Source: an optimization exercise on an open RTL-to-GDS flow (aim: small area). Production flows keep margins and buffers that such runs may drop.
The RTL was checked by simulation tests, not by an equivalence proof against the original design.
The clock port is modelled as an ideal driver; clocking choices that lean on that would not hold on a real chip.
Power figures rest on the tool's default switching activity, not on a simulated workload.

==> flow/design.v (excerpt) <==
module zacore_rf #(
) (
    input logic i_clk,
    input logic i_rst, 
    input logic [4:0] rs1_index,
    input logic [4:0] rs2_index,
    input logic [4:0] rd_index,
    output logic [31:0] rs1,
    output logic [31:0] rs2,
    input logic [31:0] rd,
    input logic rd_write_enable
);
logic [31:0] rf [31:1];
logic [31:0] sel1, sel2;
logic [31:0] term [31:0];
logic [3:0]  hi1, hi2;
logic [7:0]  lo1, lo2;
logic [31:1] nwdec;
always_comb begin
    for (int g = 0; g < 4; g++) begin
        hi1[g] = (rs1_index[4:3] == 2'(g));
        hi2[g] = (rs2_index[4:3] == 2'(g));
    end
    for (int l = 0; l < 8; l++) begin
        lo1[l] = (rs1_index[2:0] == 3'(l));
        lo2[l] = (rs2_index[2:0] == 3'(l));
    end
end
always_comb begin
    for (int i = 1; i < 32; i++)
        nwdec[i] = !(rd_write_enable && (rd_index == 5'(i)));
end
assign sel1[0] = rd_write_enable && (rs1_index == rd_index);
assign sel2[0] = rd_write_enable && (rs2_index == rd_index);
generate
    for (genvar i = 1; i < 32; i++) begin : g_sel
        zacore_rf_and3 u_sel1 (.a(hi1[i / 8]), .b(lo1[i % 8]), .c(nwdec[i]), .y(sel1[i]));
        zacore_rf_and3 u_sel2 (.a(hi2[i / 8]), .b(lo2[i % 8]), .c(nwdec[i]), .y(sel2[i]));
    end
endgenerate
always_comb begin
    term[0] = rd;
    for (int i = 1; i < 32; i++)
        term[i] = rf[i];
end
genvar b;
generate
    for (b = 0; b < 32; b++) begin : g_bit
        logic [31:0] col;
        for (genvar i = 0; i < 32; i++) begin : g_col
            assign col[i] = term[i][b];
        end
        zacore_rf_sel32 u_rs1 (.sel(sel1), .d(col), .y(rs1[b]));
        zacore_rf_sel32 u_rs2 (.sel(sel2), .d(col), .y(rs2[b]));
    end
endgenerate
always_ff @(posedge i_clk) begin
    if (i_rst) begin
    end else begin
        if (rd_write_enable && (rd_index != 5'b00000)) begin
  ...
export LEC_CHECK = 0
export CAP_MARGIN = 20
export CORE_MARGIN = 2
export CORE_UTILIZATION = 60
export SLEW_MARGIN = 20
export SYNTH_HIERARCHICAL = 1
create_clock -name core_clock -period 7.5 [get_ports {i_clk}]
standard.sh (not shown) runs the stock make flow with config.mk's settings and CLKGATE_MAP_FILE= SYNTH_SCRIPT=/design/flow/synth_recipe.tcl, a recipe that flattens the netlist after the stock synthesis.
==> flow/flow/run.sh <==
#!/bin/bash
# The standard ORFS layout (standard.sh, standard synthesis) with these
# layout changes:
#  - cells that synthesis sized up start at size _1 (flow/downsize.tcl), and
#    ABC's buffers are removed instead of sizing gates on wire-load timing;
#  - port buffers use the smallest buffer;
#  - clock tree: clkbuf_8 only, clusters of up to 16 sinks within 60 um, no
#    dummy loads;
#  - after clock tree synthesis, cells are sized down where setup slack and
#    20 % slew and capacitance margins allow (flow/shrink.tcl).
# The make/ORFS output goes to standard.log; each ORFS step keeps its own log
# under orfs/logs.
set -euo pipefail
here=$(pwd)
bash standard.sh \
  "PRE_FLOORPLAN_TCL=$here/flow/downsize.tcl" \
  "REMOVE_ABC_BUFFERS=1" \
  "BUFFER_PORTS_ARGS=-buffer_cell sky130_fd_sc_hd__buf_1" \
  "CTS_ARGS=-sink_clustering_enable -repair_clock_nets -dont_use_dummy_load -buf_list sky130_fd_sc_hd__clkbuf_8 -sink_clustering_size 16 -sink_clustering_max_diameter 60" \
  "POST_CTS_TCL=$here/flow/shrink.tcl" \
  finish > standard.log 2>&1
==> flow/flow/shrink.tcl <==
# Size combinational cells down where timing, slew and load limits allow.
# Greedy, one instance at a time on placement parasitics: try the smallest
# variant of the same function first and keep the first one that holds
# setup slack >= 0.3 ns and 20 % slew and capacitance margins (or the
# design's margin before the pass, if that is already smaller).
set_propagated_clock [all_clocks]
estimate_parasitics -placement
set db [ord::get_db]
set block [ord::get_db_block]
set sizes {0 1 2 3 4 6 8 12 16}
proc shrink_ok {slew0 cap0} {
  if {[sta::worst_slack -max] < 0.3} { return 0 }
  if {[sta::max_slew_check_slack_limit] < min(0.2, $slew0)} { return 0 }
  if {[sta::max_capacitance_check_slack_limit] < min(0.2, $cap0)} { return 0 }
  return 1
}
set slew0 [sta::max_slew_check_slack_limit]
set cap0 [sta::max_capacitance_check_slack_limit]
set area0 0; set area1 0; set n 0
foreach inst [$block getInsts] {
  set m [$inst getMaster]
  set name [$m getName]
  if {![regexp {^sky130_fd_sc_hd__([a-z0-9]+)_([0-9]+)$} $name -> base size]} { continue }
  if {[string match clk* $base] || [string match *df* $base] || [string match tap* $base]} { continue }
  set a [expr {[$m getWidth] * [$m getHeight]}]
  set cands {}
  foreach s $sizes {
    if {$s == $size} { continue }
    set c [$db findMaster sky130_fd_sc_hd__${base}_$s]
    if {$c == "NULL"} { continue }
    set ca [expr {[$c getWidth] * [$c getHeight]}]
    if {$ca < $a} { lappend cands [list $ca $c] }
  }
  if {$cands == {}} { continue }
  set iname [$inst getName]
  foreach cc [lsort -real -index 0 $cands] {
    set c [lindex $cc 1]
    replace_cell [get_cells $iname] [get_lib_cells */[$c getName]]
    if {[shrink_ok $slew0 $cap0]} {
      set area0 [expr {$area0 + $a}]; set area1 [expr {$area1 + [lindex $cc 0]}]; incr n
      break
    }
    replace_cell [get_cells $iname] [get_lib_cells */$name]
  }
}
puts [format "shrink.tcl: %d instances sized down, %.1f -> %.1f um2; worst slack %.3f, slew margin %.3f, cap margin %.3f" $n [expr {$area0/1e6}] [expr {$area1/1e6}] [sta::worst_slack -max] [sta::max_slew_check_slack_limit] [sta::max_capacitance_check_slack_limit]]
Other scripts of this flow, unchanged in this note and not shown: flow/flow/downsize.tcl
The baseline ran to the end with no violations.
Rerun with:
--- a/flow/flow/run.sh
+++ b/flow/flow/run.sh
@@ -6,7 +6,5 @@
 #  - port buffers use the smallest buffer;
 #  - clock tree: clkbuf_8 only, clusters of up to 16 sinks within 60 um, no
-#    dummy loads;
-#  - after clock tree synthesis, cells are sized down where setup slack and
-#    20 % slew and capacitance margins allow (flow/shrink.tcl).
+#    dummy loads.
 # The make/ORFS output goes to standard.log; each ORFS step keeps its own log
 # under orfs/logs.
@@ -18,4 +16,3 @@
   "BUFFER_PORTS_ARGS=-buffer_cell sky130_fd_sc_hd__buf_1" \
   "CTS_ARGS=-sink_clustering_enable -repair_clock_nets -dont_use_dummy_load -buf_list sky130_fd_sc_hd__clkbuf_8 -sink_clustering_size 16 -sink_clustering_max_diameter 60" \
-  "POST_CTS_TCL=$here/flow/shrink.tcl" \
   finish > standard.log 2>&1
Settings changed: CORE_UTILIZATION 60 to 50.
removed: flow/flow/shrink.tcl
After rerunning:
- The new run finished with timing, DRC and antenna clean
- setup slack improves by 360 ps
- utilization decreases by 10 points
- power came out higher by 1.4%
- final area went up by 1.9%
- non-clock buffer count increases by 5
- final cell count climbs by 6.0%
- combinational power increases by about 1%

[afterwards: timing with drivers on the ports]
The flow's constraints put no driver on any port. The routed layouts listed below were extracted and timed again, unchanged, in two steps. Step 1 sets driving cells, clkbuf_16 on the clock port and buf_2 on the other inputs (assumed; they add their load-dependent delay and slew). Step 2 also shifts input and output timing later by t, the mid clock arrival at the registers, as if the neighbouring blocks saw the same clock. Three values: ideal, step 1, step 2; two values: the first two.
run | t, ns | setup WS [ns] | worst setup path after step 2 | clock arrival spread, ns | pins driven straight from the clock port
the first run | 0.761 | 0.689 / 0.662 / 0.662 | input to output | 0.058 / 0.058 | 1
the second run | 0.757 | 1.046 / 1.021 / 1.021 | input to output | 0.084 / 0.084 | 1
After both steps setup and hold are still met in every run listed. The setup slack of the first run, which loses most, moves by -0.027 ns with the drivers and by -0.027 ns with both steps.
